Source: an optimization exercise on an open RTL-to-GDS flow (aim: small area). Production flows keep margins and buffers that such runs may drop.
Function was checked by simulation only, so behaviour that the tests miss may differ from the original.

==> inputs of 04-13 <==
==> flow/design.v (excerpt) <==
module top_level (
    input clk, reset,
    input logic signed [10:0] sig_modulated_fixed_real,
    input logic signed [10:0] sig_modulated_fixed_imag,
    input logic signed [10:0] demod_Lo_real,
    input logic signed [10:0] demod_Lo_imag,
    output logic signed [61:0] sig_demod_30_real,
    output logic signed [61:0] sig_demod_30_imag
);
logic [4:0] cnt;
wire last = (cnt == 5'd29);
wire is27 = (cnt == 5'd27);
wire fold = (cnt == 5'd28);
wire sel4 = (cnt >= 5'd2) && (cnt <= 5'd23);
wire sel2 = ~sel4 & ~is27;
wire xon = ~is27;
wire odd = (cnt <= 5'd1) || ((cnt >= 5'd6) && (cnt <= 5'd19)) || (cnt == 5'd24) || (cnt == 5'd25) || (cnt == 5'd26) || last;
wire wrap22 = (sig_modulated_fixed_real == 11'h400) && (sig_modulated_fixed_imag == 11'h400)
           && (demod_Lo_real == 11'h400) && (demod_Lo_imag == 11'h400);
wire [22:0] p_re, p_im;
logic [28:0] acc_re, acc_im, out_re, out_im;
logic [22:0] nxt_re, nxt_im;
wire [28:0] base_re = last ? {{5{nxt_re[22]}}, nxt_re, 1'b0} : acc_re;
wire [28:0] base_im = last ? {{5{nxt_im[22]}}, nxt_im, 1'b0} : acc_im;
wire [28:0] acc_next_re, acc_next_im;
wire rs1;
wire rc2;
wire rs3;
wire rc4;
wire rs5;
wire rc6;
wire rs7;
wire rc8;
wire rs9;
wire rc10;
wire rs11;
wire rc12;
wire rs13;
wire rc14;
wire rs15;
wire rc16;
wire rs17;
wire rc18;
wire rs19;
wire rc20;
wire rs21;
wire rc22;
wire rs23;
wire rc24;
wire rs25;
wire rc26;
wire rs27;
  ...
Settings: LEC_CHECK=0, CAP_MARGIN=20, CORE_MARGIN=2, CORE_UTILIZATION=50, CTS_BUF_LIST=sky130_fd_sc_hd__clkbuf_8, GPL_TIMING_DRIVEN=0, SETUP_SLACK_MARGIN=0.1, SLEW_MARGIN=20, SYNTH_HIERARCHICAL=1, SYNTH_MINIMUM_KEEP_SIZE=0; clock period 10.0 ns.
standard.sh (not shown) runs the stock make flow with config.mk's settings and CLKGATE_MAP_FILE= SYNTH_SCRIPT=/design/flow/synth_recipe.tcl, a recipe that flattens the netlist after the stock synthesis.
==> flow/flow/run.sh <==
#!/bin/bash
# The standard layout, with smaller port buffers: buffer_ports otherwise picks
# clkdlybuf4s50_1 for every port.
set -euo pipefail
export BUFFER_PORTS_ARGS="-buffer_cell sky130_fd_sc_hd__buf_2"
bash standard.sh > standard.log 2>&1
==> 12-17: changes against 04-13 <==
--- a/flow/design.v
+++ b/flow/design.v
@@ -3004,14 +3004,12 @@
             out_im <= acc_im;
         end
     end
 end
 always_ff @(posedge clk) begin
-    if (is27 || fold) begin
-        nxt_re <= p_re;
-        nxt_im <= p_im;
-    end
+    nxt_re <= p_re;
+    nxt_im <= p_im;
 end
 assign sig_demod_30_real = {{33{out_re[28]}}, out_re};
 assign sig_demod_30_imag = {{33{out_im[28]}}, out_im};
 endmodule
 module fa (input a, b, c, output s, co);
==> flow_metrics.py <==
metrics = {
    "clock_tree": {
        "clk-insertion-delay-late_ns": 0.50,
        "post_cts_resized": 40,
    },
    "detailed_routing": {
        "wl_per_cell_um": 23.4,
        "first_pass_iters": 6,
        "drt_first_iter_violations": 1466,
        "wl_met2_mm": 35.9,
    },
    "finish": {
        "clock_area_share_pct": 1.47,
        "nFillCells": 4419,
        "buf_share_pct": 7.97,
        "clkbuf_count": 19,
    },
    "global_route": {
        "grt_pass1_vias": 20443,
    },
    "placement": {
        "gp_congestion": 0.964,
        "hpwl_mm": 65.1,
    },
    "run_status": {
        "status": "timing/DRC/antenna clean",
    },
    "setup_path": {
        "critPathArrivalTime_ns": 10.05,
    },
    "timing": {
        "post-route-period-util_pct": 96.7,
    },
    "min_path": {
        "min_to": "out_re[26]",
    },
    "yosys": {
        "mappedNetlistArea_sq_um": 24000,
    },
}
# the run above: 12-17

==> flow_metrics.py <==
metrics = {
    "placement": {
        "gp_congestion": 0.961,
        "hpwl_mm": 66.6,
    },
    "timing": {
        "post-route-period-util_pct": 97.9,
    },
    "yosys": {
        "mappedNetlistArea_sq_um": 24500,
    },
    "finish": {
        "nFillCells": 4510,
        "buf_share_pct": 8.36,
    },
    "min_path": {
        "min_to": "out_re[21]",
    },
    "detailed_routing": {
        "drt_first_iter_violations": 1555,
        "wl_met2_mm": 36.5,
    },
    "run_status": {
        "status": "timing/DRC/antenna clean",
    },
    "clock_tree": {
        "clk-insertion-delay-late_ns": 0.51,
        "post_cts_resized": 79,
    },
}
# the run above: 04-13

-- re-timing with driven ports --
The flow's constraints put no driver on any port. The routed layouts listed below were extracted and timed again, unchanged, in two steps.
Step 1 (the two cells are an assumption about what drives the block):
set clk [get_ports {clk}]
set_driving_cell -lib_cell sky130_fd_sc_hd__clkbuf_16 $clk
set_driving_cell -lib_cell sky130_fd_sc_hd__buf_2 [delete_from_list [all_inputs] $clk]
Step 2 moves the port delays by t, midway between the first and last clock arrival at a register: inputs arrive t later, outputs are due t later. That takes back most of the time a late clock gives input paths.
Three values: ideal ports, drivers, drivers and shift; two values: the first two.
run	t (ns)	setup slack, ns	worst slew at a driven data input, ns
04-13	0.545	0.210 / 0.230 / -0.315	0.04
12-17	0.534	0.331 / 0.349 / -0.185	0.03
With both steps, setup timing fails in 04-13 and 12-17, where it was met with ideal ports. The setup slack of 04-13, which loses most, moves by +0.020 ns with the drivers and by -0.525 ns with both steps.
